Background: an optimization exercise with open tools, aiming at small area. Do not read the settings as production practice.
Function not checked in this run: the RTL went through the layout flow alone.
No activity file was given, so power comes from the tool's default toggle rates.

<file path="flow/config.mk">
export PLATFORM = sky130hd
export DESIGN_NAME = pipelined_complex_mult
export DESIGN_NICKNAME = pipelined_complex_mult
export VERILOG_FILES = /design/flow/design.v
export SDC_FILE = /design/flow/constraint.sdc
export NUM_CORES = 4
export LEC_CHECK = 0
export CAP_MARGIN = 20
export CORE_MARGIN = 2
export CORE_UTILIZATION = 40
export SLEW_MARGIN = 20
export SYNTH_HIERARCHICAL = 1
</file>
<file path="flow/constraint.sdc">
create_clock -name core_clock -period 5.0 [get_ports {clk}]
set_input_delay 1.0000 -clock core_clock [delete_from_list [all_inputs] [get_ports {clk}]]
set_output_delay 1.0000 -clock core_clock [all_outputs]
set_load 0.01 [all_outputs]
</file>
<file path="flow/design.v">
`timescale 1ns / 1ps
module pipelined_complex_mult (
    input clk,                    
    input rst,                    
    input signed [7:0] a,         
    input signed [7:0] b,         
    input signed [7:0] c,         
    input signed [7:0] d,         
    output signed [16:0] real_out,  
    output signed [16:0] imag_out   
);
reg [7:0] a1, b1, c1, d1, a2, b2, c2, d2, a3, b3, c3, d3, c4, d4;
reg [7:0] a4, b4;
reg v1, v2, v3;
always @(posedge clk, posedge rst)
begin
    if (rst) begin
        v1 <= 1'b0;
        v2 <= 1'b0;
        v3 <= 1'b0;
        a4 <= 8'd0;
        b4 <= 8'd0;
    end else begin
        v1 <= 1'b1;
        v2 <= v1;
        v3 <= v2;
        a4 <= a3 & {8{v3}};
        b4 <= b3 & {8{v3}};
    end
end
always @(posedge clk)
begin
    a1 <= a; b1 <= b; c1 <= c; d1 <= d;
    a2 <= a1; b2 <= b1; c2 <= c1; d2 <= d1;
    a3 <= a2; b3 <= b2; c3 <= c2; d3 <= d2;
    c4 <= c3; d4 <= d3;
end
wire re_p1 = ~(a4[0] & c4[0]);
wire re_p2 = ~(a4[0] & c4[1]);
wire re_p3 = ~(a4[0] & c4[2]);
wire re_p4 = ~(a4[0] & c4[3]);
wire re_p5 = ~(a4[0] & c4[4]);
wire re_p6 = ~(a4[0] & c4[5]);
wire re_p7 = ~(a4[0] & c4[6]);
wire re_p8 = (a4[0] & c4[7]);
wire re_p9 = ~(a4[1] & c4[0]);
wire re_p10 = ~(a4[1] & c4[1]);
wire re_p11 = ~(a4[1] & c4[2]);
wire re_p12 = ~(a4[1] & c4[3]);
wire re_p13 = ~(a4[1] & c4[4]);
wire re_p14 = ~(a4[1] & c4[5]);
wire re_p15 = ~(a4[1] & c4[6]);
wire re_p16 = (a4[1] & c4[7]);
wire re_p17 = ~(a4[2] & c4[0]);
wire re_p18 = ~(a4[2] & c4[1]);
wire re_p19 = ~(a4[2] & c4[2]);
wire re_p20 = ~(a4[2] & c4[3]);
wire re_p21 = ~(a4[2] & c4[4]);
wire re_p22 = ~(a4[2] & c4[5]);
wire re_p23 = ~(a4[2] & c4[6]);
wire re_p24 = (a4[2] & c4[7]);
wire re_p25 = ~(a4[3] & c4[0]);
wire re_p26 = ~(a4[3] & c4[1]);
wire re_p27 = ~(a4[3] & c4[2]);
wire re_p28 = ~(a4[3] & c4[3]);
wire re_p29 = ~(a4[3] & c4[4]);
wire re_p30 = ~(a4[3] & c4[5]);
wire re_p31 = ~(a4[3] & c4[6]);
wire re_p32 = (a4[3] & c4[7]);
wire re_p33 = ~(a4[4] & c4[0]);
wire re_p34 = ~(a4[4] & c4[1]);
wire re_p35 = ~(a4[4] & c4[2]);
wire re_p36 = ~(a4[4] & c4[3]);
wire re_p37 = ~(a4[4] & c4[4]);
wire re_p38 = ~(a4[4] & c4[5]);
wire re_p39 = ~(a4[4] & c4[6]);
wire re_p40 = (a4[4] & c4[7]);
wire re_p41 = ~(a4[5] & c4[0]);
wire re_p42 = ~(a4[5] & c4[1]);
wire re_p43 = ~(a4[5] & c4[2]);
wire re_p44 = ~(a4[5] & c4[3]);
wire re_p45 = ~(a4[5] & c4[4]);
wire re_p46 = ~(a4[5] & c4[5]);
wire re_p47 = ~(a4[5] & c4[6]);
wire re_p48 = (a4[5] & c4[7]);
wire re_p49 = ~(a4[6] & c4[0]);
wire re_p50 = ~(a4[6] & c4[1]);
wire re_p51 = ~(a4[6] & c4[2]);
wire re_p52 = ~(a4[6] & c4[3]);
wire re_p53 = ~(a4[6] & c4[4]);
wire re_p54 = ~(a4[6] & c4[5]);
wire re_p55 = ~(a4[6] & c4[6]);
wire re_p56 = (a4[6] & c4[7]);
wire re_p57 = (a4[7] & c4[0]);
wire re_p58 = (a4[7] & c4[1]);
wire re_p59 = (a4[7] & c4[2]);
wire re_p60 = (a4[7] & c4[3]);
wire re_p61 = (a4[7] & c4[4]);
wire re_p62 = (a4[7] & c4[5]);
wire re_p63 = (a4[7] & c4[6]);
wire re_p64 = ~(a4[7] & c4[7]);
wire re_p65 = (b4[0] & d4[0]);
wire re_p66 = (b4[0] & d4[1]);
wire re_p67 = (b4[0] & d4[2]);
wire re_p68 = (b4[0] & d4[3]);
wire re_p69 = (b4[0] & d4[4]);
wire re_p70 = (b4[0] & d4[5]);
wire re_p71 = (b4[0] & d4[6]);
wire re_p72 = ~(b4[0] & d4[7]);
wire re_p73 = (b4[1] & d4[0]);
wire re_p74 = (b4[1] & d4[1]);
wire re_p75 = (b4[1] & d4[2]);
wire re_p76 = (b4[1] & d4[3]);
wire re_p77 = (b4[1] & d4[4]);
wire re_p78 = (b4[1] & d4[5]);
wire re_p79 = (b4[1] & d4[6]);
wire re_p80 = ~(b4[1] & d4[7]);
wire re_p81 = (b4[2] & d4[0]);
wire re_p82 = (b4[2] & d4[1]);
wire re_p83 = (b4[2] & d4[2]);
wire re_p84 = (b4[2] & d4[3]);
wire re_p85 = (b4[2] & d4[4]);
wire re_p86 = (b4[2] & d4[5]);
wire re_p87 = (b4[2] & d4[6]);
wire re_p88 = ~(b4[2] & d4[7]);
wire re_p89 = (b4[3] & d4[0]);
wire re_p90 = (b4[3] & d4[1]);
wire re_p91 = (b4[3] & d4[2]);
wire re_p92 = (b4[3] & d4[3]);
wire re_p93 = (b4[3] & d4[4]);
wire re_p94 = (b4[3] & d4[5]);
wire re_p95 = (b4[3] & d4[6]);
wire re_p96 = ~(b4[3] & d4[7]);
wire re_p97 = (b4[4] & d4[0]);
wire re_p98 = (b4[4] & d4[1]);
wire re_p99 = (b4[4] & d4[2]);
wire re_p100 = (b4[4] & d4[3]);
wire re_p101 = (b4[4] & d4[4]);
wire re_p102 = (b4[4] & d4[5]);
wire re_p103 = (b4[4] & d4[6]);
wire re_p104 = ~(b4[4] & d4[7]);
wire re_p105 = (b4[5] & d4[0]);
wire re_p106 = (b4[5] & d4[1]);
wire re_p107 = (b4[5] & d4[2]);
wire re_p108 = (b4[5] & d4[3]);
wire re_p109 = (b4[5] & d4[4]);
wire re_p110 = (b4[5] & d4[5]);
wire re_p111 = (b4[5] & d4[6]);
wire re_p112 = ~(b4[5] & d4[7]);
wire re_p113 = (b4[6] & d4[0]);
wire re_p114 = (b4[6] & d4[1]);
wire re_p115 = (b4[6] & d4[2]);
wire re_p116 = (b4[6] & d4[3]);
wire re_p117 = (b4[6] & d4[4]);
wire re_p118 = (b4[6] & d4[5]);
wire re_p119 = (b4[6] & d4[6]);
wire re_p120 = ~(b4[6] & d4[7]);
wire re_p121 = ~(b4[7] & d4[0]);
wire re_p122 = ~(b4[7] & d4[1]);
wire re_p123 = ~(b4[7] & d4[2]);
wire re_p124 = ~(b4[7] & d4[3]);
wire re_p125 = ~(b4[7] & d4[4]);
wire re_p126 = ~(b4[7] & d4[5]);
wire re_p127 = ~(b4[7] & d4[6]);
wire re_p128 = (b4[7] & d4[7]);
wire re_s129, re_c130;
cm_ha u_re_s129 (.x(re_p7), .y(re_p14), .s(re_s129), .c(re_c130));
wire re_s131, re_c132;
cm_ha u_re_s131 (.x(re_p8), .y(re_p15), .s(re_s131), .c(re_c132));
wire re_s133, re_c134;
cm_fa u_re_s133 (.x(re_p22), .y(re_p29), .z(re_p36), .s(re_s133), .c(re_c134));
wire re_s135, re_c136;
cm_han u_re_s135 (.x(re_p43), .y(re_p50), .s(re_s135), .c(re_c136));
wire re_s137, re_c138;
cm_ha u_re_s137 (.x(re_p16), .y(re_p23), .s(re_s137), .c(re_c138));
wire re_s139, re_c140;
cm_fa u_re_s139 (.x(re_p30), .y(re_p37), .z(re_p44), .s(re_s139), .c(re_c140));
wire re_s141, re_c142;
cm_han u_re_s141 (.x(re_p51), .y(re_p58), .s(re_s141), .c(re_c142));
wire re_s143, re_c144;
cm_fa u_re_s143 (.x(re_p24), .y(re_p31), .z(re_p38), .s(re_s143), .c(re_c144));
wire re_s145, re_c146;
cm_ha u_re_s145 (.x(re_p5), .y(re_p12), .s(re_s145), .c(re_c146));
wire re_s147, re_c148;
cm_ha u_re_s147 (.x(re_p6), .y(re_p13), .s(re_s147), .c(re_c148));
wire re_s149, re_c150;
cm_fa u_re_s149 (.x(re_p20), .y(re_p27), .z(re_p34), .s(re_s149), .c(re_c150));
wire re_s151, re_c152;
cm_han u_re_s151 (.x(re_p41), .y(re_p70), .s(re_s151), .c(re_c152));
wire re_s153, re_c154;
cm_fa u_re_s153 (.x(re_p21), .y(re_p28), .z(re_p35), .s(re_s153), .c(re_c154));
wire re_s155, re_c156;
cm_fa u_re_s155 (.x(re_p42), .y(re_p49), .z(re_p71), .s(re_s155), .c(re_c156));
wire re_s157, re_c158;
cm_fa u_re_s157 (.x(re_p78), .y(re_p85), .z(re_p92), .s(re_s157), .c(re_c158));
wire re_s159, re_c160;
cm_han u_re_s159 (.x(re_p99), .y(re_p106), .s(re_s159), .c(re_c160));
wire re_s161, re_c162;
cm_fa u_re_s161 (.x(re_p57), .y(re_p72), .z(re_p79), .s(re_s161), .c(re_c162));
wire re_s163, re_c164;
cm_fa u_re_s163 (.x(re_p86), .y(re_p93), .z(re_p100), .s(re_s163), .c(re_c164));
wire re_s165, re_c166;
cm_fa u_re_s165 (.x(re_p107), .y(re_p114), .z(re_p121), .s(re_s165), .c(re_c166));
wire re_s167, re_c168;
cm_fa u_re_s167 (.x(re_c130), .y(re_s131), .z(re_s135), .s(re_s167), .c(re_c168));
wire re_s169, re_c170;
cm_fa u_re_s169 (.x(re_p80), .y(re_p87), .z(re_p94), .s(re_s169), .c(re_c170));
wire re_s171, re_c172;
cm_fa u_re_s171 (.x(re_p101), .y(re_p108), .z(re_p115), .s(re_s171), .c(re_c172));
wire re_s173, re_c174;
cm_fa u_re_s173 (.x(re_p122), .y(re_c132), .z(re_c136), .s(re_s173), .c(re_c174));
wire re_s175, re_c176;
cm_fa u_re_s175 (.x(re_s137), .y(re_s141), .z(re_c134), .s(re_s175), .c(re_c176));
wire re_s177, re_c178;
cm_fa u_re_s177 (.x(re_p45), .y(re_p52), .z(re_p59), .s(re_s177), .c(re_c178));
wire re_s179, re_c180;
cm_fa u_re_s179 (.x(re_p88), .y(re_p95), .z(re_p102), .s(re_s179), .c(re_c180));
wire re_s181, re_c182;
cm_fa u_re_s181 (.x(re_p109), .y(re_p116), .z(re_p123), .s(re_s181), .c(re_c182));
wire re_s183, re_c184;
cm_fa u_re_s183 (.x(re_c138), .y(re_c142), .z(re_c140), .s(re_s183), .c(re_c184));
wire re_s185, re_c186;
cm_fa u_re_s185 (.x(re_p32), .y(re_p39), .z(re_p46), .s(re_s185), .c(re_c186));
wire re_s187, re_c188;
cm_fa u_re_s187 (.x(re_p53), .y(re_p60), .z(re_p96), .s(re_s187), .c(re_c188));
wire re_s189, re_c190;
cm_fa u_re_s189 (.x(re_p103), .y(re_p110), .z(re_p117), .s(re_s189), .c(re_c190));
wire re_s191, re_c192;
cm_fa u_re_s191 (.x(re_p40), .y(re_p47), .z(re_p54), .s(re_s191), .c(re_c192));
wire re_s193 = ~re_p3;
wire re_s194, re_c195;
cm_ha u_re_s194 (.x(re_p4), .y(re_p11), .s(re_s194), .c(re_c195));
wire re_s196, re_c197;
cm_fa u_re_s196 (.x(re_p18), .y(re_p25), .z(re_p68), .s(re_s196), .c(re_c197));
wire re_s198, re_c199;
cm_fa u_re_s198 (.x(re_p19), .y(re_p26), .z(re_p33), .s(re_s198), .c(re_c199));
wire re_s200, re_c201;
cm_fa u_re_s200 (.x(re_p69), .y(re_p76), .z(re_p83), .s(re_s200), .c(re_c201));
wire re_s202, re_c203;
cm_han u_re_s202 (.x(re_p90), .y(re_p97), .s(re_s202), .c(re_c203));
wire re_s204, re_c205;
cm_fa u_re_s204 (.x(re_p77), .y(re_p84), .z(re_p91), .s(re_s204), .c(re_c205));
wire re_s206, re_c207;
cm_fa u_re_s206 (.x(re_p98), .y(re_p105), .z(re_c146), .s(re_s206), .c(re_c207));
wire re_s208, re_c209;
cm_fa u_re_s208 (.x(re_s147), .y(re_s151), .z(re_s149), .s(re_s208), .c(re_c209));
wire re_s210, re_c211;
cm_fa u_re_s210 (.x(re_p113), .y(re_c148), .z(re_c152), .s(re_s210), .c(re_c211));
wire re_s212, re_c213;
cm_fa u_re_s212 (.x(re_s159), .y(re_s129), .z(re_c150), .s(re_s212), .c(re_c213));
wire re_s214, re_c215;
cm_fa u_re_s214 (.x(re_s153), .y(re_s155), .z(re_s157), .s(re_s214), .c(re_c215));
wire re_s216, re_c217;
cm_fa u_re_s216 (.x(re_c160), .y(re_c154), .z(re_c156), .s(re_s216), .c(re_c217));
wire re_s218, re_c219;
cm_fa u_re_s218 (.x(re_c158), .y(re_s161), .z(re_s163), .s(re_s218), .c(re_c219));
wire re_s220, re_c221;
cm_fa u_re_s220 (.x(re_s165), .y(re_s133), .z(re_s167), .s(re_s220), .c(re_c221));
wire re_s222, re_c223;
cm_fa u_re_s222 (.x(re_c162), .y(re_c164), .z(re_c166), .s(re_s222), .c(re_c223));
wire re_s224, re_c225;
cm_fa u_re_s224 (.x(re_s169), .y(re_s171), .z(re_s139), .s(re_s224), .c(re_c225));
wire re_s226, re_c227;
cm_fa u_re_s226 (.x(re_c168), .y(re_s173), .z(re_s175), .s(re_s226), .c(re_c227));
wire re_s228, re_c229;
cm_fa u_re_s228 (.x(re_c170), .y(re_c172), .z(re_s177), .s(re_s228), .c(re_c229));
wire re_s230, re_c231;
cm_fa u_re_s230 (.x(re_s179), .y(re_s181), .z(re_s143), .s(re_s230), .c(re_c231));
wire re_s232, re_c233;
cm_fa u_re_s232 (.x(re_c174), .y(re_c176), .z(re_s183), .s(re_s232), .c(re_c233));
wire re_s234, re_c235;
cm_fa u_re_s234 (.x(re_p124), .y(re_c178), .z(re_c180), .s(re_s234), .c(re_c235));
wire re_s236, re_c237;
cm_fa u_re_s236 (.x(re_c182), .y(re_c144), .z(re_s185), .s(re_s236), .c(re_c237));
wire re_s238, re_c239;
cm_fa u_re_s238 (.x(re_s187), .y(re_s189), .z(re_c184), .s(re_s238), .c(re_c239));
wire re_s240, re_c241;
cm_fa u_re_s240 (.x(re_p61), .y(re_p104), .z(re_p111), .s(re_s240), .c(re_c241));
wire re_s242, re_c243;
cm_fa u_re_s242 (.x(re_p118), .y(re_p125), .z(re_c186), .s(re_s242), .c(re_c243));
wire re_s244, re_c245;
cm_fa u_re_s244 (.x(re_c188), .y(re_c190), .z(re_s191), .s(re_s244), .c(re_c245));
wire re_s246, re_c247;
cm_fa u_re_s246 (.x(re_p48), .y(re_p55), .z(re_p62), .s(re_s246), .c(re_c247));
wire re_s248, re_c249;
cm_fa u_re_s248 (.x(re_p112), .y(re_p119), .z(re_p126), .s(re_s248), .c(re_c249));
wire re_s250 = ~re_p2;
wire re_s251, re_c252;
cm_fa u_re_s251 (.x(re_p10), .y(re_p17), .z(re_p67), .s(re_s251), .c(re_c252));
wire re_s253, re_c254;
cm_han u_re_s253 (.x(re_p74), .y(re_p81), .s(re_s253), .c(re_c254));
wire re_s255, re_c256;
cm_fa u_re_s255 (.x(re_p3), .y(re_p75), .z(re_p82), .s(re_s255), .c(re_c256));
wire re_s257, re_c258;
cm_fa u_re_s257 (.x(re_p89), .y(re_s194), .z(re_s196), .s(re_s257), .c(re_c258));
wire re_s259, re_c260;
cm_fa u_re_s259 (.x(re_c195), .y(re_s202), .z(re_s145), .s(re_s259), .c(re_c260));
wire re_s261, re_c262;
cm_fa u_re_s261 (.x(re_c197), .y(re_s198), .z(re_s200), .s(re_s261), .c(re_c262));
wire re_s263, re_c264;
cm_fa u_re_s263 (.x(re_c203), .y(re_c199), .z(re_c201), .s(re_s263), .c(re_c264));
wire re_s265, re_c266;
cm_fa u_re_s265 (.x(re_s204), .y(re_s206), .z(re_s208), .s(re_s265), .c(re_c266));
wire re_s267, re_c268;
cm_fa u_re_s267 (.x(re_c205), .y(re_c207), .z(re_s210), .s(re_s267), .c(re_c268));
wire re_s269, re_c270;
cm_fa u_re_s269 (.x(re_c209), .y(re_s212), .z(re_s214), .s(re_s269), .c(re_c270));
wire re_s271, re_c272;
cm_fa u_re_s271 (.x(re_c211), .y(re_c213), .z(re_c215), .s(re_s271), .c(re_c272));
wire re_s273, re_c274;
cm_fa u_re_s273 (.x(re_s216), .y(re_s218), .z(re_s220), .s(re_s273), .c(re_c274));
wire re_s275, re_c276;
cm_fa u_re_s275 (.x(re_c217), .y(re_c219), .z(re_s222), .s(re_s275), .c(re_c276));
wire re_s277, re_c278;
cm_fa u_re_s277 (.x(re_s224), .y(re_c221), .z(re_s226), .s(re_s277), .c(re_c278));
wire re_s279, re_c280;
cm_fa u_re_s279 (.x(re_c223), .y(re_c225), .z(re_s228), .s(re_s279), .c(re_c280));
wire re_s281, re_c282;
cm_fa u_re_s281 (.x(re_s230), .y(re_c227), .z(re_s232), .s(re_s281), .c(re_c282));
wire re_s283, re_c284;
cm_fa u_re_s283 (.x(re_c229), .y(re_c231), .z(re_s234), .s(re_s283), .c(re_c284));
wire re_s285, re_c286;
cm_fa u_re_s285 (.x(re_s236), .y(re_c233), .z(re_s238), .s(re_s285), .c(re_c286));
wire re_s287, re_c288;
cm_fa u_re_s287 (.x(re_s240), .y(re_c235), .z(re_c237), .s(re_s287), .c(re_c288));
wire re_s289, re_c290;
cm_fa u_re_s289 (.x(re_s242), .y(re_s244), .z(re_c239), .s(re_s289), .c(re_c290));
wire re_s291, re_c292;
cm_fa u_re_s291 (.x(re_c241), .y(re_c192), .z(re_s246), .s(re_s291), .c(re_c292));
wire re_s293, re_c294;
cm_fa u_re_s293 (.x(re_s248), .y(re_c243), .z(re_c245), .s(re_s293), .c(re_c294));
wire re_s295, re_c296;
cm_fa u_re_s295 (.x(re_p56), .y(re_p63), .z(re_p120), .s(re_s295), .c(re_c296));
wire re_s297, re_c298;
cm_fa u_re_s297 (.x(re_p127), .y(re_c247), .z(re_c249), .s(re_s297), .c(re_c298));
wire re_s299, re_c300;
cm_han u_re_s299 (.x(re_p9), .y(re_p66), .s(re_s299), .c(re_c300));
wire re_s301, re_c302;
cm_fa u_re_s301 (.x(re_p2), .y(re_s193), .z(re_s253), .s(re_s301), .c(re_c302));
wire re_s303, re_c304;
cm_fa u_re_s303 (.x(re_c254), .y(re_c252), .z(re_s255), .s(re_s303), .c(re_c304));
wire re_s305, re_c306;
cm_fa u_re_s305 (.x(re_c256), .y(re_s259), .z(re_c258), .s(re_s305), .c(re_c306));
wire re_s307, re_c308;
cm_fa u_re_s307 (.x(re_c260), .y(re_c262), .z(re_s263), .s(re_s307), .c(re_c308));
wire re_s309, re_c310;
cm_fa u_re_s309 (.x(re_c264), .y(re_s267), .z(re_c266), .s(re_s309), .c(re_c310));
wire re_s311, re_c312;
cm_fa u_re_s311 (.x(re_c268), .y(re_c270), .z(re_s271), .s(re_s311), .c(re_c312));
wire re_s313, re_c314;
cm_fa u_re_s313 (.x(re_c272), .y(re_s275), .z(re_c274), .s(re_s313), .c(re_c314));
wire re_s315, re_c316;
cm_fa u_re_s315 (.x(re_c276), .y(re_s279), .z(re_c278), .s(re_s315), .c(re_c316));
wire re_s317, re_c318;
cm_fa u_re_s317 (.x(re_c280), .y(re_s283), .z(re_s285), .s(re_s317), .c(re_c318));
wire re_s319, re_c320;
cm_fa u_re_s319 (.x(re_c284), .y(re_s287), .z(re_c286), .s(re_s319), .c(re_c320));
wire re_s321, re_c322;
cm_fa u_re_s321 (.x(re_s291), .y(re_c288), .z(re_s293), .s(re_s321), .c(re_c322));
wire re_s323, re_c324;
cm_fa u_re_s323 (.x(re_s295), .y(re_c292), .z(re_s297), .s(re_s323), .c(re_c324));
wire re_s325, re_c326;
cm_fa u_re_s325 (.x(re_p64), .y(re_p128), .z(re_c296), .s(re_s325), .c(re_c326));
wire re_s327 = ~re_p1;
wire re_s328, re_c329;
cm_fa u_re_s328 (.x(re_p73), .y(re_s250), .z(re_s299), .s(re_s328), .c(re_c329));
wire re_s330, re_c331;
cm_fa u_re_s330 (.x(re_c300), .y(re_s251), .z(re_s301), .s(re_s330), .c(re_c331));
wire re_s332, re_c333;
cm_fa u_re_s332 (.x(re_c302), .y(re_s303), .z(re_s257), .s(re_s332), .c(re_c333));
wire re_s334, re_c335;
cm_fa u_re_s334 (.x(re_c304), .y(re_s261), .z(re_s305), .s(re_s334), .c(re_c335));
wire re_s336, re_c337;
cm_fa u_re_s336 (.x(re_c306), .y(re_s307), .z(re_s265), .s(re_s336), .c(re_c337));
wire re_s338, re_c339;
cm_fa u_re_s338 (.x(re_c308), .y(re_s269), .z(re_s309), .s(re_s338), .c(re_c339));
wire re_s340, re_c341;
cm_fa u_re_s340 (.x(re_c310), .y(re_s273), .z(re_s311), .s(re_s340), .c(re_c341));
wire re_s342, re_c343;
cm_fa u_re_s342 (.x(re_c312), .y(re_s277), .z(re_s313), .s(re_s342), .c(re_c343));
wire re_s344, re_c345;
cm_fa u_re_s344 (.x(re_s281), .y(re_c314), .z(re_s315), .s(re_s344), .c(re_c345));
wire re_s346, re_c347;
cm_fa u_re_s346 (.x(re_c282), .y(re_c316), .z(re_s317), .s(re_s346), .c(re_c347));
wire re_s348, re_c349;
cm_fa u_re_s348 (.x(re_s289), .y(re_c318), .z(re_s319), .s(re_s348), .c(re_c349));
wire re_s350, re_c351;
cm_fa u_re_s350 (.x(re_c290), .y(re_s321), .z(re_c320), .s(re_s350), .c(re_c351));
wire re_s352, re_c353;
cm_fa u_re_s352 (.x(re_c294), .y(re_s323), .z(re_c322), .s(re_s352), .c(re_c353));
wire re_s354, re_c355;
cm_fa u_re_s354 (.x(re_c298), .y(re_s325), .z(re_c324), .s(re_s354), .c(re_c355));
wire [16:0] re_ra = {1'b0, re_c355, re_c353, re_c351, re_c349, re_c347, re_c345, re_c343, re_c341, re_c339, re_c337, re_c335, re_c333, re_c331, re_c329, re_p1, re_s327};
wire [16:0] re_rb = {1'b1, re_c326, re_s354, re_s352, re_s350, re_s348, re_s346, re_s344, re_s342, re_s340, re_s338, re_s336, re_s334, re_s332, re_s330, re_s328, re_p65};
wire [16:0] re_sum;
assign re_sum = ~(re_ra + re_rb + 17'd1);
wire im_p356 = ~(a4[0] & d4[0]);
wire im_p357 = ~(a4[0] & d4[1]);
wire im_p358 = ~(a4[0] & d4[2]);
wire im_p359 = ~(a4[0] & d4[3]);
wire im_p360 = ~(a4[0] & d4[4]);
wire im_p361 = ~(a4[0] & d4[5]);
wire im_p362 = ~(a4[0] & d4[6]);
wire im_p363 = (a4[0] & d4[7]);
wire im_p364 = ~(a4[1] & d4[0]);
wire im_p365 = ~(a4[1] & d4[1]);
wire im_p366 = ~(a4[1] & d4[2]);
wire im_p367 = ~(a4[1] & d4[3]);
wire im_p368 = ~(a4[1] & d4[4]);
wire im_p369 = ~(a4[1] & d4[5]);
wire im_p370 = ~(a4[1] & d4[6]);
wire im_p371 = (a4[1] & d4[7]);
wire im_p372 = ~(a4[2] & d4[0]);
wire im_p373 = ~(a4[2] & d4[1]);
wire im_p374 = ~(a4[2] & d4[2]);
wire im_p375 = ~(a4[2] & d4[3]);
wire im_p376 = ~(a4[2] & d4[4]);
wire im_p377 = ~(a4[2] & d4[5]);
wire im_p378 = ~(a4[2] & d4[6]);
wire im_p379 = (a4[2] & d4[7]);
wire im_p380 = ~(a4[3] & d4[0]);
wire im_p381 = ~(a4[3] & d4[1]);
wire im_p382 = ~(a4[3] & d4[2]);
wire im_p383 = ~(a4[3] & d4[3]);
wire im_p384 = ~(a4[3] & d4[4]);
wire im_p385 = ~(a4[3] & d4[5]);
wire im_p386 = ~(a4[3] & d4[6]);
wire im_p387 = (a4[3] & d4[7]);
wire im_p388 = ~(a4[4] & d4[0]);
wire im_p389 = ~(a4[4] & d4[1]);
wire im_p390 = ~(a4[4] & d4[2]);
wire im_p391 = ~(a4[4] & d4[3]);
wire im_p392 = ~(a4[4] & d4[4]);
wire im_p393 = ~(a4[4] & d4[5]);
wire im_p394 = ~(a4[4] & d4[6]);
wire im_p395 = (a4[4] & d4[7]);
wire im_p396 = ~(a4[5] & d4[0]);
wire im_p397 = ~(a4[5] & d4[1]);
wire im_p398 = ~(a4[5] & d4[2]);
wire im_p399 = ~(a4[5] & d4[3]);
wire im_p400 = ~(a4[5] & d4[4]);
wire im_p401 = ~(a4[5] & d4[5]);
wire im_p402 = ~(a4[5] & d4[6]);
wire im_p403 = (a4[5] & d4[7]);
wire im_p404 = ~(a4[6] & d4[0]);
wire im_p405 = ~(a4[6] & d4[1]);
wire im_p406 = ~(a4[6] & d4[2]);
wire im_p407 = ~(a4[6] & d4[3]);
wire im_p408 = ~(a4[6] & d4[4]);
wire im_p409 = ~(a4[6] & d4[5]);
wire im_p410 = ~(a4[6] & d4[6]);
wire im_p411 = (a4[6] & d4[7]);
wire im_p412 = (a4[7] & d4[0]);
wire im_p413 = (a4[7] & d4[1]);
wire im_p414 = (a4[7] & d4[2]);
wire im_p415 = (a4[7] & d4[3]);
wire im_p416 = (a4[7] & d4[4]);
wire im_p417 = (a4[7] & d4[5]);
wire im_p418 = (a4[7] & d4[6]);
wire im_p419 = ~(a4[7] & d4[7]);
wire im_p420 = ~(b4[0] & c4[0]);
wire im_p421 = ~(b4[0] & c4[1]);
wire im_p422 = ~(b4[0] & c4[2]);
wire im_p423 = ~(b4[0] & c4[3]);
wire im_p424 = ~(b4[0] & c4[4]);
wire im_p425 = ~(b4[0] & c4[5]);
wire im_p426 = ~(b4[0] & c4[6]);
wire im_p427 = (b4[0] & c4[7]);
wire im_p428 = ~(b4[1] & c4[0]);
wire im_p429 = ~(b4[1] & c4[1]);
wire im_p430 = ~(b4[1] & c4[2]);
wire im_p431 = ~(b4[1] & c4[3]);
wire im_p432 = ~(b4[1] & c4[4]);
wire im_p433 = ~(b4[1] & c4[5]);
wire im_p434 = ~(b4[1] & c4[6]);
wire im_p435 = (b4[1] & c4[7]);
wire im_p436 = ~(b4[2] & c4[0]);
wire im_p437 = ~(b4[2] & c4[1]);
wire im_p438 = ~(b4[2] & c4[2]);
wire im_p439 = ~(b4[2] & c4[3]);
wire im_p440 = ~(b4[2] & c4[4]);
wire im_p441 = ~(b4[2] & c4[5]);
wire im_p442 = ~(b4[2] & c4[6]);
wire im_p443 = (b4[2] & c4[7]);
wire im_p444 = ~(b4[3] & c4[0]);
wire im_p445 = ~(b4[3] & c4[1]);
wire im_p446 = ~(b4[3] & c4[2]);
wire im_p447 = ~(b4[3] & c4[3]);
wire im_p448 = ~(b4[3] & c4[4]);
wire im_p449 = ~(b4[3] & c4[5]);
wire im_p450 = ~(b4[3] & c4[6]);
wire im_p451 = (b4[3] & c4[7]);
wire im_p452 = ~(b4[4] & c4[0]);
wire im_p453 = ~(b4[4] & c4[1]);
wire im_p454 = ~(b4[4] & c4[2]);
wire im_p455 = ~(b4[4] & c4[3]);
wire im_p456 = ~(b4[4] & c4[4]);
wire im_p457 = ~(b4[4] & c4[5]);
wire im_p458 = ~(b4[4] & c4[6]);
wire im_p459 = (b4[4] & c4[7]);
wire im_p460 = ~(b4[5] & c4[0]);
wire im_p461 = ~(b4[5] & c4[1]);
wire im_p462 = ~(b4[5] & c4[2]);
wire im_p463 = ~(b4[5] & c4[3]);
wire im_p464 = ~(b4[5] & c4[4]);
wire im_p465 = ~(b4[5] & c4[5]);
wire im_p466 = ~(b4[5] & c4[6]);
wire im_p467 = (b4[5] & c4[7]);
wire im_p468 = ~(b4[6] & c4[0]);
wire im_p469 = ~(b4[6] & c4[1]);
wire im_p470 = ~(b4[6] & c4[2]);
wire im_p471 = ~(b4[6] & c4[3]);
wire im_p472 = ~(b4[6] & c4[4]);
wire im_p473 = ~(b4[6] & c4[5]);
wire im_p474 = ~(b4[6] & c4[6]);
wire im_p475 = (b4[6] & c4[7]);
wire im_p476 = (b4[7] & c4[0]);
wire im_p477 = (b4[7] & c4[1]);
wire im_p478 = (b4[7] & c4[2]);
wire im_p479 = (b4[7] & c4[3]);
wire im_p480 = (b4[7] & c4[4]);
wire im_p481 = (b4[7] & c4[5]);
wire im_p482 = (b4[7] & c4[6]);
wire im_p483 = ~(b4[7] & c4[7]);
wire im_s484, im_c485;
cm_han u_im_s484 (.x(im_p362), .y(im_p369), .s(im_s484), .c(im_c485));
wire im_s486, im_c487;
cm_fa u_im_s486 (.x(im_p363), .y(im_p370), .z(im_p377), .s(im_s486), .c(im_c487));
wire im_s488, im_c489;
cm_fa u_im_s488 (.x(im_p384), .y(im_p391), .z(im_p398), .s(im_s488), .c(im_c489));
wire im_s490, im_c491;
cm_fa u_im_s490 (.x(im_p371), .y(im_p378), .z(im_p385), .s(im_s490), .c(im_c491));
wire im_s492, im_c493;
cm_han u_im_s492 (.x(im_p392), .y(im_p399), .s(im_s492), .c(im_c493));
wire im_s494, im_c495;
cm_ha u_im_s494 (.x(im_p379), .y(im_p386), .s(im_s494), .c(im_c495));
wire im_s496, im_c497;
cm_han u_im_s496 (.x(im_p360), .y(im_p367), .s(im_s496), .c(im_c497));
wire im_s498, im_c499;
cm_fa u_im_s498 (.x(im_p361), .y(im_p368), .z(im_p375), .s(im_s498), .c(im_c499));
wire im_s500, im_c501;
cm_fa u_im_s500 (.x(im_p382), .y(im_p389), .z(im_p396), .s(im_s500), .c(im_c501));
wire im_s502, im_c503;
cm_fa u_im_s502 (.x(im_p376), .y(im_p383), .z(im_p390), .s(im_s502), .c(im_c503));
wire im_s504, im_c505;
cm_fa u_im_s504 (.x(im_p397), .y(im_p404), .z(im_p426), .s(im_s504), .c(im_c505));
wire im_s506, im_c507;
cm_fa u_im_s506 (.x(im_p433), .y(im_p440), .z(im_p447), .s(im_s506), .c(im_c507));
wire im_s508, im_c509;
cm_fa u_im_s508 (.x(im_p405), .y(im_p412), .z(im_p427), .s(im_s508), .c(im_c509));
wire im_s510, im_c511;
cm_fa u_im_s510 (.x(im_p434), .y(im_p441), .z(im_p448), .s(im_s510), .c(im_c511));
wire im_s512, im_c513;
cm_fa u_im_s512 (.x(im_p455), .y(im_p462), .z(im_p469), .s(im_s512), .c(im_c513));
wire im_s514, im_c515;
cm_han u_im_s514 (.x(im_p476), .y(im_c485), .s(im_s514), .c(im_c515));
wire im_s516, im_c517;
cm_fa u_im_s516 (.x(im_p406), .y(im_p413), .z(im_p435), .s(im_s516), .c(im_c517));
wire im_s518, im_c519;
cm_fa u_im_s518 (.x(im_p442), .y(im_p449), .z(im_p456), .s(im_s518), .c(im_c519));
wire im_s520, im_c521;
cm_fa u_im_s520 (.x(im_p463), .y(im_p470), .z(im_p477), .s(im_s520), .c(im_c521));
wire im_s522, im_c523;
cm_fa u_im_s522 (.x(im_s492), .y(im_c487), .z(im_c489), .s(im_s522), .c(im_c523));
wire im_s524, im_c525;
cm_fa u_im_s524 (.x(im_p393), .y(im_p400), .z(im_p407), .s(im_s524), .c(im_c525));
wire im_s526, im_c527;
cm_fa u_im_s526 (.x(im_p414), .y(im_p443), .z(im_p450), .s(im_s526), .c(im_c527));
wire im_s528, im_c529;
cm_fa u_im_s528 (.x(im_p457), .y(im_p464), .z(im_p471), .s(im_s528), .c(im_c529));
wire im_s530, im_c531;
cm_fa u_im_s530 (.x(im_p478), .y(im_c493), .z(im_s494), .s(im_s530), .c(im_c531));
wire im_s532, im_c533;
cm_fa u_im_s532 (.x(im_p387), .y(im_p394), .z(im_p401), .s(im_s532), .c(im_c533));
wire im_s534, im_c535;
cm_fa u_im_s534 (.x(im_p408), .y(im_p415), .z(im_p451), .s(im_s534), .c(im_c535));
wire im_s536, im_c537;
cm_fa u_im_s536 (.x(im_p458), .y(im_p465), .z(im_p472), .s(im_s536), .c(im_c537));
wire im_s538, im_c539;
cm_fa u_im_s538 (.x(im_p395), .y(im_p402), .z(im_p409), .s(im_s538), .c(im_c539));
wire im_s540, im_c541;
cm_fa u_im_s540 (.x(im_p359), .y(im_p366), .z(im_p373), .s(im_s540), .c(im_c541));
wire im_s542, im_c543;
cm_fa u_im_s542 (.x(im_p374), .y(im_p381), .z(im_p388), .s(im_s542), .c(im_c543));
wire im_s544, im_c545;
cm_fa u_im_s544 (.x(im_p424), .y(im_p431), .z(im_p438), .s(im_s544), .c(im_c545));
wire im_s546, im_c547;
cm_fa u_im_s546 (.x(im_p425), .y(im_p432), .z(im_p439), .s(im_s546), .c(im_c547));
wire im_s548, im_c549;
cm_fa u_im_s548 (.x(im_p446), .y(im_p453), .z(im_p460), .s(im_s548), .c(im_c549));
wire im_s550, im_c551;
cm_han u_im_s550 (.x(im_c497), .y(im_s498), .s(im_s550), .c(im_c551));
wire im_s552, im_c553;
cm_fa u_im_s552 (.x(im_p454), .y(im_p461), .z(im_p468), .s(im_s552), .c(im_c553));
wire im_s554, im_c555;
cm_fa u_im_s554 (.x(im_s484), .y(im_c499), .z(im_c501), .s(im_s554), .c(im_c555));
wire im_s556, im_c557;
cm_fa u_im_s556 (.x(im_s502), .y(im_s504), .z(im_s506), .s(im_s556), .c(im_c557));
wire im_s558, im_c559;
cm_fa u_im_s558 (.x(im_c503), .y(im_c505), .z(im_c507), .s(im_s558), .c(im_c559));
wire im_s560, im_c561;
cm_fa u_im_s560 (.x(im_s508), .y(im_s510), .z(im_s512), .s(im_s560), .c(im_c561));
wire im_s562, im_c563;
cm_fa u_im_s562 (.x(im_s486), .y(im_s488), .z(im_s514), .s(im_s562), .c(im_c563));
wire im_s564, im_c565;
cm_fa u_im_s564 (.x(im_c509), .y(im_c511), .z(im_c513), .s(im_s564), .c(im_c565));
wire im_s566, im_c567;
cm_fa u_im_s566 (.x(im_s516), .y(im_s518), .z(im_s520), .s(im_s566), .c(im_c567));
wire im_s568, im_c569;
cm_fa u_im_s568 (.x(im_s490), .y(im_c515), .z(im_s522), .s(im_s568), .c(im_c569));
wire im_s570, im_c571;
cm_fa u_im_s570 (.x(im_c517), .y(im_c519), .z(im_c521), .s(im_s570), .c(im_c571));
wire im_s572, im_c573;
cm_fa u_im_s572 (.x(im_c491), .y(im_s524), .z(im_s526), .s(im_s572), .c(im_c573));
wire im_s574, im_c575;
cm_fa u_im_s574 (.x(im_s528), .y(im_c523), .z(im_s530), .s(im_s574), .c(im_c575));
wire im_s576, im_c577;
cm_fa u_im_s576 (.x(im_p479), .y(im_c495), .z(im_c525), .s(im_s576), .c(im_c577));
wire im_s578, im_c579;
cm_fa u_im_s578 (.x(im_c527), .y(im_c529), .z(im_s532), .s(im_s578), .c(im_c579));
wire im_s580, im_c581;
cm_fa u_im_s580 (.x(im_s534), .y(im_s536), .z(im_c531), .s(im_s580), .c(im_c581));
wire im_s582, im_c583;
cm_fa u_im_s582 (.x(im_p416), .y(im_p459), .z(im_p466), .s(im_s582), .c(im_c583));
wire im_s584, im_c585;
cm_fa u_im_s584 (.x(im_p473), .y(im_p480), .z(im_c533), .s(im_s584), .c(im_c585));
wire im_s586, im_c587;
cm_fa u_im_s586 (.x(im_c535), .y(im_c537), .z(im_s538), .s(im_s586), .c(im_c587));
wire im_s588, im_c589;
cm_fa u_im_s588 (.x(im_p403), .y(im_p410), .z(im_p417), .s(im_s588), .c(im_c589));
wire im_s590, im_c591;
cm_fa u_im_s590 (.x(im_p467), .y(im_p474), .z(im_p481), .s(im_s590), .c(im_c591));
wire im_s592, im_c593;
cm_fa u_im_s592 (.x(im_p358), .y(im_p365), .z(im_p372), .s(im_s592), .c(im_c593));
wire im_s594, im_c595;
cm_fa u_im_s594 (.x(im_p380), .y(im_p423), .z(im_p430), .s(im_s594), .c(im_c595));
wire im_s596, im_c597;
cm_han u_im_s596 (.x(im_p437), .y(im_p444), .s(im_s596), .c(im_c597));
wire im_s598, im_c599;
cm_fa u_im_s598 (.x(im_p445), .y(im_p452), .z(im_s496), .s(im_s598), .c(im_c599));
wire im_s600, im_c601;
cm_fa u_im_s600 (.x(im_c541), .y(im_s542), .z(im_s544), .s(im_s600), .c(im_c601));
wire im_s602, im_c603;
cm_fa u_im_s602 (.x(im_c543), .y(im_c545), .z(im_s546), .s(im_s602), .c(im_c603));
wire im_s604, im_c605;
cm_fa u_im_s604 (.x(im_s548), .y(im_s500), .z(im_s550), .s(im_s604), .c(im_c605));
wire im_s606, im_c607;
cm_fa u_im_s606 (.x(im_c547), .y(im_c549), .z(im_s552), .s(im_s606), .c(im_c607));
wire im_s608, im_c609;
cm_fa u_im_s608 (.x(im_c551), .y(im_s554), .z(im_s556), .s(im_s608), .c(im_c609));
wire im_s610, im_c611;
cm_fa u_im_s610 (.x(im_c553), .y(im_c555), .z(im_c557), .s(im_s610), .c(im_c611));
wire im_s612, im_c613;
cm_fa u_im_s612 (.x(im_s558), .y(im_s560), .z(im_s562), .s(im_s612), .c(im_c613));
wire im_s614, im_c615;
cm_fa u_im_s614 (.x(im_c559), .y(im_c561), .z(im_s564), .s(im_s614), .c(im_c615));
wire im_s616, im_c617;
cm_fa u_im_s616 (.x(im_s566), .y(im_c563), .z(im_s568), .s(im_s616), .c(im_c617));
wire im_s618, im_c619;
cm_fa u_im_s618 (.x(im_c565), .y(im_c567), .z(im_s570), .s(im_s618), .c(im_c619));
wire im_s620, im_c621;
cm_fa u_im_s620 (.x(im_s572), .y(im_c569), .z(im_s574), .s(im_s620), .c(im_c621));
wire im_s622, im_c623;
cm_fa u_im_s622 (.x(im_c571), .y(im_c573), .z(im_s576), .s(im_s622), .c(im_c623));
wire im_s624, im_c625;
cm_fa u_im_s624 (.x(im_s578), .y(im_c575), .z(im_s580), .s(im_s624), .c(im_c625));
wire im_s626, im_c627;
cm_fa u_im_s626 (.x(im_s582), .y(im_c577), .z(im_c579), .s(im_s626), .c(im_c627));
wire im_s628, im_c629;
cm_fa u_im_s628 (.x(im_s584), .y(im_s586), .z(im_c581), .s(im_s628), .c(im_c629));
wire im_s630, im_c631;
cm_fa u_im_s630 (.x(im_c583), .y(im_c539), .z(im_s588), .s(im_s630), .c(im_c631));
wire im_s632, im_c633;
cm_fa u_im_s632 (.x(im_s590), .y(im_c585), .z(im_c587), .s(im_s632), .c(im_c633));
wire im_s634, im_c635;
cm_fa u_im_s634 (.x(im_p411), .y(im_p418), .z(im_p475), .s(im_s634), .c(im_c635));
wire im_s636, im_c637;
cm_fa u_im_s636 (.x(im_p482), .y(im_c589), .z(im_c591), .s(im_s636), .c(im_c637));
wire im_s638, im_c639;
cm_han u_im_s638 (.x(im_p357), .y(im_p364), .s(im_s638), .c(im_c639));
wire im_s640, im_c641;
cm_fa u_im_s640 (.x(im_p422), .y(im_p429), .z(im_p436), .s(im_s640), .c(im_c641));
wire im_s642, im_c643;
cm_fa u_im_s642 (.x(im_s596), .y(im_c593), .z(im_s594), .s(im_s642), .c(im_c643));
wire im_s644, im_c645;
cm_fa u_im_s644 (.x(im_c597), .y(im_c595), .z(im_s598), .s(im_s644), .c(im_c645));
wire im_s646, im_c647;
cm_fa u_im_s646 (.x(im_c599), .y(im_c601), .z(im_s602), .s(im_s646), .c(im_c647));
wire im_s648, im_c649;
cm_fa u_im_s648 (.x(im_c603), .y(im_s606), .z(im_c605), .s(im_s648), .c(im_c649));
wire im_s650, im_c651;
cm_fa u_im_s650 (.x(im_c607), .y(im_c609), .z(im_s610), .s(im_s650), .c(im_c651));
wire im_s652, im_c653;
cm_fa u_im_s652 (.x(im_c611), .y(im_s614), .z(im_c613), .s(im_s652), .c(im_c653));
wire im_s654, im_c655;
cm_fa u_im_s654 (.x(im_c615), .y(im_s618), .z(im_c617), .s(im_s654), .c(im_c655));
wire im_s656, im_c657;
cm_fa u_im_s656 (.x(im_c619), .y(im_s622), .z(im_s624), .s(im_s656), .c(im_c657));
wire im_s658, im_c659;
cm_fa u_im_s658 (.x(im_c623), .y(im_s626), .z(im_c625), .s(im_s658), .c(im_c659));
wire im_s660, im_c661;
cm_fa u_im_s660 (.x(im_s630), .y(im_c627), .z(im_s632), .s(im_s660), .c(im_c661));
wire im_s662, im_c663;
cm_fa u_im_s662 (.x(im_s634), .y(im_c631), .z(im_s636), .s(im_s662), .c(im_c663));
wire im_s664, im_c665;
cm_fa u_im_s664 (.x(im_p419), .y(im_p483), .z(im_c635), .s(im_s664), .c(im_c665));
wire im_s666, im_c667;
cm_han u_im_s666 (.x(im_p421), .y(im_p428), .s(im_s666), .c(im_c667));
wire im_s668, im_c669;
cm_fa u_im_s668 (.x(im_c639), .y(im_s640), .z(im_s592), .s(im_s668), .c(im_c669));
wire im_s670, im_c671;
cm_fa u_im_s670 (.x(im_c641), .y(im_s540), .z(im_s642), .s(im_s670), .c(im_c671));
wire im_s672, im_c673;
cm_fa u_im_s672 (.x(im_c643), .y(im_s600), .z(im_s644), .s(im_s672), .c(im_c673));
wire im_s674, im_c675;
cm_fa u_im_s674 (.x(im_c645), .y(im_s604), .z(im_s646), .s(im_s674), .c(im_c675));
wire im_s676, im_c677;
cm_fa u_im_s676 (.x(im_c647), .y(im_s608), .z(im_s648), .s(im_s676), .c(im_c677));
wire im_s678, im_c679;
cm_fa u_im_s678 (.x(im_s612), .y(im_c649), .z(im_s650), .s(im_s678), .c(im_c679));
wire im_s680, im_c681;
cm_fa u_im_s680 (.x(im_c651), .y(im_s616), .z(im_s652), .s(im_s680), .c(im_c681));
wire im_s682, im_c683;
cm_fa u_im_s682 (.x(im_s620), .y(im_c653), .z(im_s654), .s(im_s682), .c(im_c683));
wire im_s684, im_c685;
cm_fa u_im_s684 (.x(im_c621), .y(im_c655), .z(im_s656), .s(im_s684), .c(im_c685));
wire im_s686, im_c687;
cm_fa u_im_s686 (.x(im_s628), .y(im_s658), .z(im_c657), .s(im_s686), .c(im_c687));
wire im_s688, im_c689;
cm_fa u_im_s688 (.x(im_c629), .y(im_s660), .z(im_c659), .s(im_s688), .c(im_c689));
wire im_s690, im_c691;
cm_fa u_im_s690 (.x(im_c633), .y(im_s662), .z(im_c661), .s(im_s690), .c(im_c691));
wire im_s692, im_c693;
cm_fa u_im_s692 (.x(im_c637), .y(im_s664), .z(im_c663), .s(im_s692), .c(im_c693));
wire [16:0] im_ra = {1'b0, im_c693, im_c691, im_c689, im_c687, im_c685, im_c683, im_c681, im_c679, im_c677, im_c675, im_c673, im_c671, im_c669, im_c667, im_s666, im_p356};
wire [16:0] im_rb = {1'b1, im_c665, im_s692, im_s690, im_s688, im_s686, im_s684, im_s682, im_s680, im_s678, im_s676, im_s674, im_s672, im_s670, im_s668, im_s638, im_p420};
wire [16:0] im_sum;
assign im_sum = ~(im_ra + im_rb + 17'd1);
assign real_out = re_sum;
assign imag_out = im_sum;
endmodule
module cm_fa (input x, input y, input z, output s, output c);
assign s = x ^ y ^ z;
assign c = (x & y) | (x & z) | (y & z);
endmodule
module cm_ha (input x, input y, output s, output c);
assign s = x ^ y;
assign c = x & y;
endmodule
module cm_han (input x, input y, output s, output c);
assign s = ~(x ^ y);
assign c = x | y;
endmodule
</file>
<file path="flow/run.sh">
#!/bin/bash
# synth_recipe.tcl (not shown) runs the flow's synth.tcl, then flattens the netlist and writes it again
# the make line also repeats each setting of config.mk as NAME=value (left out here)
make -C /OpenROAD-flow-scripts/flow DESIGN_CONFIG=/design/flow/config.mk WORK_HOME=/design/flow/orfs CLKGATE_MAP_FILE= SYNTH_SCRIPT=/design/flow/synth_recipe.tcl finish
</file>
==> flow_summary.json <==
{
  "status": "failed layout checks",
  "violations": "setup timing",
  "hold_viol_final": 0,
  "die_y_um": 162,
  "layout_setup_ws_ns": -1.30,
  "internal-power_mw": 6.90,
  "io_pins": 68,
  "cts_tree": "done",
  "numPortBuffers": 67,
  "clkTransAtPathRegs_ns": 0.06,
  "wl_per_cell_um": 15.3,
  "chipWidth_um": 162,
  "power_density_mw_per_mm2": 838,
  "critPathRequiredTime_ns": 4.00,
  "ys_seq_area_share_pct": 27.0,
  "track_usage_pct": 18.5,
  "first_global_vias": 7828,
  "antenna_found_initial": 0,
  "clk_latency_ns": 0.41,
  "syn_inst": 906,
  "synth_commonest_cells": "fa_1, nand2_1, dfxtp_1",
  "fin_crit_sh_pct": 126,
  "synthFlopType": "dfxtp_1",
  "fin_skew_ns": 0.00641,
  "gr-total-overflow": 0,
  "synth.most_common_cell": "fa_1",
  "hpwlAfterDp_um": 17900,
  "p_sw_mw": 4.76,
  "drtIter0Drc": 275,
  "cp.arrival_ns": 5.30,
  "clkPwrFrac_pct": 10.6,
  "grt_max_degree": 20,
  "min_period_ns": 6.30,
  "clock-sinks": 131,
  "vias": 7001,
  "drive_gt1_share_pct": 34.7,
  "grt_pass1_wl_um": 37900,
  "post-synth-top-area-fraction_pct": 39.3,
  "gp_congestion": 0.855,
  "drv_cap": 0,
  "path_class": "reg -> out",
  "holdWs_ns": 0.322,
  "synth_edf_count": 0,
  "syn_area_per_cell_um2": 11.1,
  "ant_nets": 0,
  "p_seq_share_pct": 9.8,
  "slew_viol_final": 0,
  "syn-cell-area_mm2": 0.0100,
  "fin_cells": 1490,
  "worst_slew_pin_slew_ns": 0.706,
  "diodes": 0,
  "hold_path.class": "reg -> reg",
  "netlist-cell-type-count": 47,
  "synth_top_cells_by_area": "fa_1, dfxtp_1, ha_1",
  "syn_nets": 1193,
  "start_kind": "register",
  "p_comb_share_pct": 79.5,
  "power.leakage_nw": 5.91,
  "cts_buffers": 17,
  "drtPass1Iterations": 4,
  "yosys_warnings": 7,
  "num_rows": 58,
  "cts-htree-levels": 4,
  "final_nets": 1434,
  "slew_headroom_pct": 52.9,
  "viasPerCell": 4.70,
  "start_util_pct": 40.4,
  "coreArea_mm2": 0.0249,
  "setup_viol": 25,
  "dieArea_mm2": 0.0264,
  "root_buffer": "clkbuf_16",
  "rsz0062_at_grt": "yes",
  "synth-seq-cells": 131,
  "switching_share_pct": 40.8,
  "clk_path_buf_depth": 2,
  "totalWireLength_um": 22800,
  "fmax_mhz": 159,
  "synth_top_area_cell": "fa_1",
  "crit_fanout": 6,
  "dpl.cell_count": 1425,
  "syn2layout_area_growth_pct": 38.4,
  "drc": 0,
  "ys_async_sr_fraction_pct": 14.5,
  "cts_hold_buf": 0,
  "worst_ir_drop_vdd_uv": 727,
  "cp-end-kind": "output pin"
}
==> power groups by stage <==
stage | registers (mW) | clock network [mW] | logic, mW
6_report | 1.14 | 1.24 | 9.27
5_1_grt | 1.15 | 1.32 | 10.2
4_1_cts | 1.14 | 1.27 | 8.72
3_5_place_dp | 1.17 | 0 | 8.54
3_3_place_gp | 1.17 | 0 | 8.49
2_1_floorplan | 1.15 | 0 | 4.80
==> worst paths after layout <==
kind	startpoint	endpoint	slack (ns)	depth (start not counted)
setup / recovery	a4[3]$_DFF_PP0_	real_out[16]	-1.30	16
hold / removal	d2[2]$_DFF_P_	d3[2]$_DFF_P_	0.32	0
setup reg to reg	v3$_DFF_PP0_	b4[2]$_DFF_PP0_	4.19	1
hold reg to reg	d2[2]$_DFF_P_	d3[2]$_DFF_P_	0.32	0
max in group asynchronous	rst	a4[4]$_DFF_PP0_	3.50	2
min in group asynchronous	rst	v1$_DFF_PP0_	1.00	2
==> per-module statistics from Yosys, one instance, submodules excluded <==
| module | flip-flops and latches | cells inside | cell area (um2) |
|---|---|---|---|
| cm_fa | 0 | 1 | 20.0 |
| cm_ha | 0 | 1 | 12.5 |
| cm_han | 0 | 5 | 27.5 |
| pipelined_complex_mult | 131 | 629 | 5640 |
==> state kept, by name, indices dropped and copies added, names as in the netlist, 8 cells and up <==
register,count
b1,8
d3,8
b3,8
a1,8
a2,8
d4,8
c2,8
a4,8
b2,8
c1,8
c4,8
c3,8
d1,8
a3,8
d2,8
b4,8
==> cell type report <==
class / instances / area [um2]
well taps: 330 / 413
flip-flops and latches: 131 / 2760
fillers: 2128 / 11000
repair buffers: 257 / 2220
inverters: 74 / 278
clock buffers: 18 / 450
multi-input cells: 666 / 7630
clock inverters: 14 / 158
==> placed cells by master (no fill, tap or decap), types with 10 or more instances in the layout <==
master and count:
buf_6 27, ha_4 15, fa_1 154, fa_2 43, nand2_2 10, buf_2 25
dfrtp_1 10, buf_12 11, xor2_1 15, ha_1 39, inv_1 72, dfxtp_1 98
and2_1 109, clkdlybuf4s50_1 38, nand2_1 153, buf_4 152, clkbuf_16 18, a21o_1 15
==> stage by stage <==
stage	utilization, %	cell area, um2	setup slack [ns]	power [mW]	TNS (ns)
after floorplan	-	10400	-0.667	5.95	-5.82
after global placement	50.3	12500	-1.32	9.66	-22.85
after detailed placement	50.3	12500	-1.32	9.71	-22.74
after CTS	54.9	13700	-1.37	11.1	-22.50
after global routing	55.9	13900	-1.44	12.6	-25.13
final	55.9	13900	-1.30	11.7	-21.26
==> timing repair <==
item,in CTS,in global routing
gates cloned,0,0
pin swaps,87,60
gates resized for setup,221,42
buffers inserted,30,4
endpoints found under the setup margin,27,29
==> critical path, cell delays in order (launching register included) <==
cell     delay [ns]
dfrtp_1        0.37
buf_12         0.12
buf_12         0.11
nand2_2        0.05
fa_2           0.34
fa_2           0.55
fa_1           0.45
fa_2           0.35
fa_1           0.45
fa_1           0.53
ha_4           0.21
a21o_1         0.15
a21o_1         0.18
a221o_1        0.38
a221o_1        0.34
a21o_1         0.16
buf_2          0.13
==> per-layer routing <==
| layer | vias to the layer above | global-route usage [%] | part of all wire [%] |
|---|---|---|---|
| met5 | - | 0 | 0 |
| met4 | 0 | 6.07 | 2.2 |
| met3 | 34 | 2.19 | 2.8 |
| met2 | 123 | 33.6 | 53 |
| met1 | 3536 | 22.8 | 42 |
| li1 | 3308 | - | - |
==> cell families (layout without fill, tap and decap cells) <==
group | after synthesis | after routing | share of synthesized area, %
AND/OR/NAND/NOR | 318 | 318 | 15.3
AO/OA/AOI/OAI | 69 | 69 | 5.12
XOR/XNOR | 25 | 25 | 2.18
flip-flops | 131 | 131 | 27.0
other | 1 | 1 | 0.0373
buffers and inverters | 109 | 363 | 4.12
adder cells (fa/ha/maj) | 253 | 253 | 46.2

-- re-timing with driven ports --
Ports are ideal in the flow. The routed layout listed here was re-timed in OpenROAD. Step 1: set_driving_cell puts a clkbuf_16 on clk and a buf_2 on each other input, an assumption about the parent block. Step 2 adds t to the input delays and takes it off the output delays; t is the mean of the earliest and latest rising clock arrival at the registers after step 1. Input paths then give back, and output paths get back, about the clock's delay inside the block. Three values: no drivers, after step 1, after step 2; two values: the first two.
t, ns: 0.451
setup slack, ns: -1.298 / -1.341 / -0.890
pins driven straight from the clock port: 1
The setup slack of this run moves by -0.043 ns with the drivers and by +0.408 ns with both steps.
